What follows belongs to an exercise in optimizing a design on an open flow for a short achievable clock period and few clock cycles; a production flow would make more cautious choices. Where RTL was checked, it was by simulation tests only, not by an equivalence proof against the original. Power and IR drop assume default switching activity.

Design cpu, start of the top module:
module cpu(input clk, input rst_n, input [7:0] start_pc, input [15:0] ram_r_data,
           output waiting, output [15:0] out, output [15:0] ram_w_data, output N, output V, output Z, output [7:0] ram_addr, output ram_w_en);
  localparam D = 6;                
  reg [15:0] rf [0:7];
  reg [7:0]  addr_q, pc_q;
  reg        wen_q;
  reg [15:0] wdata_q;
  reg        fetch_q;              
  reg        arr_q;                
  reg        ld1_q;                
  reg [2:0]  ld1_rd;
  reg        ld2_q;                
  reg [2:0]  ld2_rd;
  reg [15:0] q [0:D-1];            
  reg [2:0]  cnt;
  reg        ex_v, ex_wr, ex_out, ex_cmp;
  reg        ex_add, ex_and, ex_notb;    
  reg [2:0]  ex_rd;
  reg [15:0] a_q, b_q;
  reg [15:0] out_q;
  reg        z_q, n_q, v_q;
  reg        wait_q;
  assign waiting    = wait_q;
  assign out        = out_q;
  assign ram_w_data = wdata_q;
  assign ram_addr   = addr_q;
  assign ram_w_en   = wen_q;
  assign Z = z_q;
  assign N = n_q;
  assign V = v_q;
  wire [15:0] sum  = a_q + b_q;
  wire [15:0] diff = a_q - b_q;
  wire [15:0] ex_res = ex_add ? sum : ex_and ? (a_q & b_q) : ex_notb ? ~b_q : b_q;
  wire        ex_fw  = ex_v & ex_wr;
  wire [15:0] ir = q[0];
  wire        ir_v = (cnt != 3'd0);
  wire [2:0]  opc = ir[15:13];
  wire [1:0]  op  = ir[12:11];
  wire [2:0]  rn  = ir[10:8];
  wire [2:0]  rd  = ir[7:5];
  wire [1:0]  sh  = ir[4:3];
  wire [2:0]  rm  = ir[2:0];
  wire is_movi = (opc == 3'b110) & (op == 2'b10);
  wire is_mov  = (opc == 3'b110) & (op == 2'b00);
  wire is_alu  = (opc == 3'b101);
  wire is_ldr  = (opc == 3'b011);
  wire is_str  = (opc == 3'b100);
  wire is_mem  = is_ldr | is_str;
  wire is_halt = ~(is_movi | is_mov | is_alu | is_mem);
  wire reads_a = (is_alu & (op != 2'b11)) | is_mem;
  wire reads_b = is_mov | is_alu | is_str;
  wire [2:0] rb = is_str ? rd : rm;
  wire stall = (ld1_q & ((reads_a & (rn == ld1_rd)) | (reads_b & (rb == ld1_rd)))) |
               (is_mem & ex_fw & (ex_rd == rn)) |
               (is_mem & ld2_q & (ld2_rd == rn));
  wire consume = ir_v & ~is_halt & ~stall;
  wire [15:0] rf_a = rf[rn];
  wire [15:0] rf_b = rf[rb];
  ...
Size: about 1800 cells after synthesis, about 330 flip-flops, about 71 I/O pins.
export LEC_CHECK = 0
export CAP_MARGIN = 20
export CORE_MARGIN = 2
export CORE_UTILIZATION = 40
export PLACE_DENSITY = 0.6
export SLEW_MARGIN = 20
create_clock -name core_clock -period 5.5 [get_ports {clk}]
run.sh (not shown) runs the stock make flow with config.mk's settings and CLKGATE_MAP_FILE= SYNTH_SCRIPT=/design/flow/synth_recipe.tcl, a recipe that flattens the netlist after the stock synthesis.
Rerun with:
--- a/flow/config.mk
+++ b/flow/config.mk
@@ -7,0 +8 @@
+export ABC_CLOCK_PERIOD_IN_PS = 2000
@@ -11,0 +13 @@
+export SETUP_SLACK_MARGIN = 3.4
=>
- synthesized cell count does not change
- global-route usage rises by 2.4 points
- final cell count rises by roughly a tenth
- clock-buffer cell count rises by 2
- combinational power rises by well over a third
- non-clock buffer count rises by 223
- sequential power barely changes
- worst hold slack stays flat
- fmax rises by a quarter to a third
- final area rises by about a fifth
No functional check of the RTL was part of any run of this note.

---

cpu, a different RTL version from the one above (not shown whole).
For scale: about 2,400 cells after synthesis, ~490 flip-flops, about 71 I/O pins.
clock: 5.5 ns
lec_check: 0
abc_clock_period_in_ps: 2000
cap_margin: 20
core_margin: 2
core_utilization: 40
cts_cluster_diameter: 100
cts_cluster_size: 24
place_density: 0.6
setup_slack_margin: 3.4
slew_margin: 20
Testbench counts at the start, summed over its fixed seeds: cycles 13,816.
Rerun with:
--- a/flow/config.mk
+++ b/flow/config.mk
@@ -10,7 +10,5 @@
 export CORE_MARGIN = 2
 export CORE_UTILIZATION = 40
-export CTS_CLUSTER_DIAMETER = 100
-export CTS_CLUSTER_SIZE = 24
 export PLACE_DENSITY = 0.6
-export SETUP_SLACK_MARGIN = 3.4
+export SETUP_SLACK_MARGIN = 3.6
 export SLEW_MARGIN = 20
Effect: Hold slack gets better by 0.017 ns; routed wire length went up by a few percent; clock power rises by well over a third; count of clock-buffer cells in the layout came out higher by 23; core utilization climbs by 4.7 points; power climbs by about a fifth; area after synthesis stays the same.
Rerun with:
--- a/flow/config.mk
+++ b/flow/config.mk
@@ -9,6 +9,6 @@
 export CAP_MARGIN = 20
 export CORE_MARGIN = 2
-export CORE_UTILIZATION = 40
-export PLACE_DENSITY = 0.6
-export SETUP_SLACK_MARGIN = 3.6
+export CORE_UTILIZATION = 55
+export PLACE_DENSITY = 0.7
+export SETUP_SLACK_MARGIN = 3.4
 export SLEW_MARGIN = 20
The changed run completed without violations.
Sequential cell count stays the same.
Power came out lower by a few percent.
Final cell count came out lower by a little under a tenth.
Rerun with:
--- a/flow/config.mk
+++ b/flow/config.mk
@@ -9,6 +9,6 @@
 export CAP_MARGIN = 20
 export CORE_MARGIN = 2
-export CORE_UTILIZATION = 55
-export PLACE_DENSITY = 0.7
+export CORE_UTILIZATION = 40
+export PLACE_DENSITY = 0.6
 export SETUP_SLACK_MARGIN = 3.4
 export SLEW_MARGIN = 20
=> First-iteration DRC count falls by 15%; design area is higher by 1.2%; worst setup slack is better by 0.21 ns; die area rises by 37%; final cell count climbs by 7.0%.

[re-timing with driven ports]
How much do the figures lean on ideal ports? The routed layouts below were timed once more, with nothing changed but the port constraints. Step 1: set_driving_cell puts a clkbuf_16 on clk and a buf_2 on each other input, an assumption about the parent block. Step 2 also shifts input and output timing later by t, the mid clock arrival at the registers, as if the neighbouring blocks saw the same clock. a / b / c = ideal ports / drivers / drivers and shift; a / b = the first two.
run | shift t [ns] | setup slack, ns | worst setup path at the end | clock arrival spread, ns | worst slew at a driven data input, ns
the first run of note 1 | 0.615 | 0.514 / 0.514 / 0.514 | register to register | 0.023 / 0.023 | 0.04
the second run of note 1 | 0.603 | 1.603 / 1.603 / 1.603 | register to register | 0.028 / 0.029 | 0.04
the first run of note 2 | 0.648 | 3.351 / 3.290 / 2.745 | input to register | 0.030 / 0.030 | 0.05
the second run of note 2 | 0.663 | 3.348 / 3.291 / 2.755 | input to register | 0.023 / 0.023 | 0.06
the third run of note 2 | 0.655 | 3.121 / 3.121 / 2.833 | input to register | 0.024 / 0.025 | 0.04
the fourth run of note 2 | 0.669 | 3.331 / 3.293 / 2.778 | input to register | 0.026 / 0.025 | 0.05
After both steps setup and hold are still met in every run listed. For the first run of note 2, which loses most, drivers alone change the setup slack by -0.061 ns; drivers and shift together by -0.606 ns.
